Background: an optimization exercise with open tools, aiming at small area. Do not read the settings as production practice. In this exercise RTL edits were held to simulation tests only and were not proved equivalent to the original. Power figures rest on the tool's default switching activity, not on a simulated workload.

## onyx
Design serial_protocol_converter, start of the top module:
module serial_protocol_converter (
    input               clk,
    input               rst_n,
    input [7:0]         cmd_opcode,
    input [15:0]        cmd_addr,
    input [31:0]        cmd_data,
    input               cmd_valid,
    output reg          spi_sclk,
    output reg          spi_mosi,
    input               spi_miso,
    output reg [3:0]    spi_cs,
    input               uart_rx,
    output reg          uart_tx,
    output [7:0]        pwm_out,
    output reg [31:0]   tx_data,
    output reg          tx_en,
    input               tx_done
);
Settings: LEC_CHECK=0, CAP_MARGIN=20, CORE_MARGIN=2, CORE_UTILIZATION=60, CTS_BUF_LIST=sky130_fd_sc_hd__clkbuf_16, CTS_CLUSTER_DIAMETER=100, CTS_CLUSTER_SIZE=30, SLEW_MARGIN=20; clock period 10.0 ns.
run.sh (not shown) runs the stock make flow with config.mk's settings and CLKGATE_MAP_FILE= SYNTH_SCRIPT=/design/flow/synth_recipe.tcl, a recipe that flattens the netlist after the stock synthesis.
What ember does differently from onyx at the input level:
--- a/flow/config.mk
+++ b/flow/config.mk
@@ -10,4 +10,4 @@
-export CORE_UTILIZATION = 60
-export CTS_BUF_LIST = sky130_fd_sc_hd__clkbuf_16
-export CTS_CLUSTER_DIAMETER = 100
-export CTS_CLUSTER_SIZE = 30
+export CORE_UTILIZATION = 40
+export CTS_BUF_LIST = sky130_fd_sc_hd__clkbuf_8
+export CTS_CLUSTER_DIAMETER = 60
+export CTS_CLUSTER_SIZE = 16
--- outcome ---
On ember: number of clock buffers in the layout is about 120% higher than what onyx gave. Between onyx and ember, the instance count on the critical path is lower for ember. ember against onyx: gate count of the mapped netlist now sits at about the same level, first-pass GRT wire length has increased, clock buffer and inverter area fraction after layout went up 0.90 points, cell area moved up, length of routed wiring on met1 rose by 2.1 mm. On ember: worst setup slack is 0.034 ns lower than what onyx gave. Delta (ember minus onyx): total power grew by 360 uW; maximum vdd drop increased by 0.00026 V relative to the old numbers; worst hold slack level.
What violet does differently from ember at the input level:
--- a/flow/config.mk
+++ b/flow/config.mk
@@ -8 +8 @@
-export CAP_MARGIN = 20
+export CAP_MARGIN = 0
@@ -10,5 +10,5 @@
-export CORE_UTILIZATION = 40
-export CTS_BUF_LIST = sky130_fd_sc_hd__clkbuf_8
-export CTS_CLUSTER_DIAMETER = 60
-export CTS_CLUSTER_SIZE = 16
-export SLEW_MARGIN = 20
+export CORE_UTILIZATION = 60
+export CTS_BUF_LIST = sky130_fd_sc_hd__clkbuf_16
+export CTS_CLUSTER_DIAMETER = 100
+export CTS_CLUSTER_SIZE = 30
+export SLEW_MARGIN = 0
- violet went all the way through the flow, and no timing, DRC or antenna check failed.
- Delta (violet minus ember): top fanout value on the critical path now sits higher; global routing usage on met2 now sits higher; number of placement rows now sits lower.
- The power drawn by the clock network reported for violet is smaller than that of ember by about 17%.
- Worst setup slack down 0.0096 ns in violet wrt ember
- Looking at critical path endpoint, the pwm_ch[1].pwm_nt[14]$_DFFE_PP_ result is from violet; the pwm_ch[0].pwm_nt[14]$_DFFE_PP_ one comes from ember.

---

the baseline:
Starting RTL as in the previous note.
Design serial_protocol_converter, start of the top module:
module serial_protocol_converter (
    input               clk,
    input               rst_n,
    input [7:0]         cmd_opcode,
    input [15:0]        cmd_addr,
    input [31:0]        cmd_data,
    input               cmd_valid,
    output reg          spi_sclk,
    output reg          spi_mosi,
    input               spi_miso,
    output reg [3:0]    spi_cs,
    input               uart_rx,
    output reg          uart_tx,
    output [7:0]        pwm_out,
    output reg [31:0]   tx_data,
    output reg          tx_en,
    input               tx_done
);
Settings: LEC_CHECK=0, CAP_MARGIN=0, CORE_MARGIN=2, CORE_UTILIZATION=60, CTS_BUF_LIST=sky130_fd_sc_hd__clkbuf_16, CTS_CLUSTER_DIAMETER=100, CTS_CLUSTER_SIZE=30, GPL_TIMING_DRIVEN=0, SLEW_MARGIN=0; clock period 10.0 ns.
The baseline completed every stage of the flow, and the final layout passed the timing, DRC and antenna checks.
diff inputs: the baseline => the candidate
- CORE_UTILIZATION: 60 -> 40
- CAP_MARGIN: 0 -> 20
- SLEW_MARGIN: 0 -> 20
- GPL_TIMING_DRIVEN: 0 -> unset
==> comparison <==
Relative to the baseline, the global-route usage of the candidate is lower by 9.6 points.
Global routing met2 resource utilization down 13 points in the candidate wrt the baseline
In terms of net load switching power, the baseline and the candidate differ only marginally.
Going from the baseline to the candidate, the arrival time at the worst endpoint was found to have gone down by 0.28 ns.
| final clock period utilization by the worst path | the candidate vs the baseline | 2.6 points lower |
Number of buffers inserted during clock tree synthesis for the candidate is lower than for the baseline.
As of the candidate, wire length had risen slightly compared to the baseline.

---

branch juniper:
Another version of the RTL of serial_protocol_converter (not shown whole).
Size: roughly 2600 cells after synthesis, ~110 I/O pins, roughly 33000 um2 of cells after synthesis.
clock: 10.0 ns
lec_check: 0
cap_margin: 0
core_margin: 2
core_utilization: 80
cts_buf_list: sky130_fd_sc_hd__clkbuf_16
cts_cluster_diameter: 100
cts_cluster_size: 30
slew_margin: 0
standard.sh (not shown) runs the stock make flow with config.mk's settings and CLKGATE_MAP_FILE= SYNTH_SCRIPT=/design/flow/synth_recipe.tcl, a recipe that flattens the netlist after the stock synthesis.
==> flow/flow/run.sh <==
#!/bin/bash
# Own layout flow: the standard flow (standard.sh) with three changes.
#  1. After the standard synthesis, flow/polarity.py re-chooses the polarity of
#     the full-adder cells (a full adder is self-dual) so that fewer inverters
#     are needed between them.
#  2. flow/reabc.sh then re-maps the combinational logic between the
#     registers and adder cells with an area-oriented ABC script (area.abc).
#     Registers keep their instances, names and cell types.
#  3. Ports are buffered with sky130_fd_sc_hd__buf_1 (every port still gets a
#     buffer, as in the standard flow).
# Each tool's output goes to a log file of its own in this folder.
set -euo pipefail
R=orfs/results/${FLOW_PLATFORM}/serial_protocol_converter/base
bash standard.sh synth > synth.log 2>&1
cp "$R/1_2_yosys.v" "$R/1_2_yosys_std.v"
python3 flow/polarity.py "$R/1_2_yosys_std.v" "$R/1_2_yosys_pol.v" > polarity.log 2>&1
bash flow/reabc.sh "$R/1_2_yosys_pol.v" "$R/1_2_yosys_abc.v" > reabc.log 2>&1
cp "$R/1_2_yosys_abc.v" "$R/1_2_yosys.v"
bash standard.sh BUFFER_PORTS_ARGS="-buffer_cell sky130_fd_sc_hd__buf_1" finish > layout.log 2>&1
==> flow/flow/reabc.sh <==
#!/bin/bash
# usage: reabc.sh IN.v OUT.v
# Re-maps the combinational logic of a mapped netlist with an area-oriented
# ABC script (area.abc). Flip-flops, latches, adder cells and tie cells are
# kept as they are (same instances, same names).
set -euo pipefail
D=$(cd "$(dirname "$0")" && pwd)
YOSYS=${YOSYS:-$FLOW_HOME/../tools/install/yosys/bin/yosys}
LIB=$FLOW_HOME/platforms/sky130hd/lib/sky130_fd_sc_hd__tt_025C_1v80.lib
DU=$(sed -n 's/^\(sky130_fd_sc_hd__[a-z0-9_]*\)$/-dont_use \1/p' "$D/dont_use.txt" | tr '\n' ' ')
"$YOSYS" -p "read_liberty -ignore_miss_func $LIB; read_verilog $1; hierarchy -top $FLOW_TOP;
  setattr -mod -set blackbox 1 sky130_fd_sc_hd__*df* sky130_fd_sc_hd__fa_* sky130_fd_sc_hd__ha_* sky130_fd_sc_hd__conb_* sky130_fd_sc_hd__dl*;
  flatten; opt_clean -purge;
  abc -liberty $LIB $DU -script $D/area.abc -D 10000;
  opt_clean -purge; splitnets; opt_clean -purge;
  hilomap -singleton -hicell sky130_fd_sc_hd__conb_1 HI -locell sky130_fd_sc_hd__conb_1 LO;
  insbuf -buf sky130_fd_sc_hd__buf_1 A X; opt_clean -purge;
  stat -liberty $LIB;
  write_verilog -noattr -noexpr -nohex -nodec $2"
Other scripts of this flow, unchanged in this note and not shown: flow/flow/area.abc, flow/flow/dont_use.txt, flow/flow/polarity.py
For branch quartz, these inputs were changed with respect to branch juniper:
- CORE_UTILIZATION: 80 -> 75
diff --git a/flow/flow/run.sh b/flow/flow/run.sh
--- a/flow/flow/run.sh
+++ b/flow/flow/run.sh
@@ -6,3 +6,3 @@
 #  2. flow/reabc.sh then re-maps the combinational logic between the
-#     registers and adder cells with an area-oriented ABC script (area.abc).
+#     registers and full-adder cells with an area-oriented ABC script (area.abc).
 #     Registers keep their instances, names and cell types.
diff --git a/flow/flow/reabc.sh b/flow/flow/reabc.sh
--- a/flow/flow/reabc.sh
+++ b/flow/flow/reabc.sh
@@ -3,3 +3,3 @@
 # Re-maps the combinational logic of a mapped netlist with an area-oriented
-# ABC script (area.abc). Flip-flops, latches, adder cells and tie cells are
+# ABC script (area.abc). Flip-flops, latches, full-adder cells and tie cells are
 # kept as they are (same instances, same names).
@@ -11,3 +11,3 @@
 "$YOSYS" -p "read_liberty -ignore_miss_func $LIB; read_verilog $1; hierarchy -top $FLOW_TOP;
-  setattr -mod -set blackbox 1 sky130_fd_sc_hd__*df* sky130_fd_sc_hd__fa_* sky130_fd_sc_hd__ha_* sky130_fd_sc_hd__conb_* sky130_fd_sc_hd__dl*;
+  setattr -mod -set blackbox 1 sky130_fd_sc_hd__*df* sky130_fd_sc_hd__fa_* sky130_fd_sc_hd__conb_* sky130_fd_sc_hd__dl*;
   flatten; opt_clean -purge;
--- outcome ---
- When branch quartz is set beside branch juniper, its wire length on met2 turns out to be 11% smaller.
- Run comparison: branch juniper critical path launch point cmd_data[2]; branch quartz critical path launch point cmd_data[1]
- In terms of later-pin clock latency in the skew report, branch juniper and branch quartz differ only marginally.
- Portion of total power attributed to combinational logic: lower on branch quartz
- | part of the total power dissipated in the clock network | higher: branch quartz |
- On maximum achievable frequency, branch quartz and branch juniper are neck and neck.
- Against branch juniper, number of cells in the design after placement in branch quartz rose by a few percent.
- Summary of branch quartz over branch juniper: via count lost 292, die boundary height picked up an extra 4.5 um, area of the core region picked up an extra about 5%, minimum period implied by the final worst setup slack lost 15 ps.

## what the ideal ports hide
No port has a modelled driver above. Below, the same layouts with a new extraction and two added sets of constraints. Step 1 assumes that a clkbuf_16 drives the clock port and a buf_2 every other input. Step 2 times the ports against the registers' clock, not the clock port: input delays grow and output delays shrink by t, the midpoint of the rising clock arrivals with the driver on. Three values: ideal ports, drivers, drivers and shift; two values: the first two.
run | t (ns) | setup WS [ns] | slew at the worst register clock pin (ns)
onyx | 0.704 | 0.639 / 0.677 / -0.027 | 0.12 / 0.12
ember | 0.750 | 0.605 / 0.639 / -0.110 | 0.11 / 0.11
violet | 0.709 | 0.595 / 0.636 / -0.073 | 0.11 / 0.11
the baseline | 0.669 | 0.301 / 0.309 / -0.361 | 0.11 / 0.11
the candidate | 0.660 | 0.557 / 0.595 / -0.065 | 0.12 / 0.12
branch juniper | 0.681 | 0.876 / 0.904 / 0.223 | 0.12 / 0.12
branch quartz | 0.672 | 0.891 / 0.924 / 0.251 | 0.12 / 0.12
With both steps, setup timing fails in 5 of these runs, where it was met with ideal ports. The setup slack of ember, which loses most, moves by +0.034 ns with the drivers and by -0.715 ns with both steps.
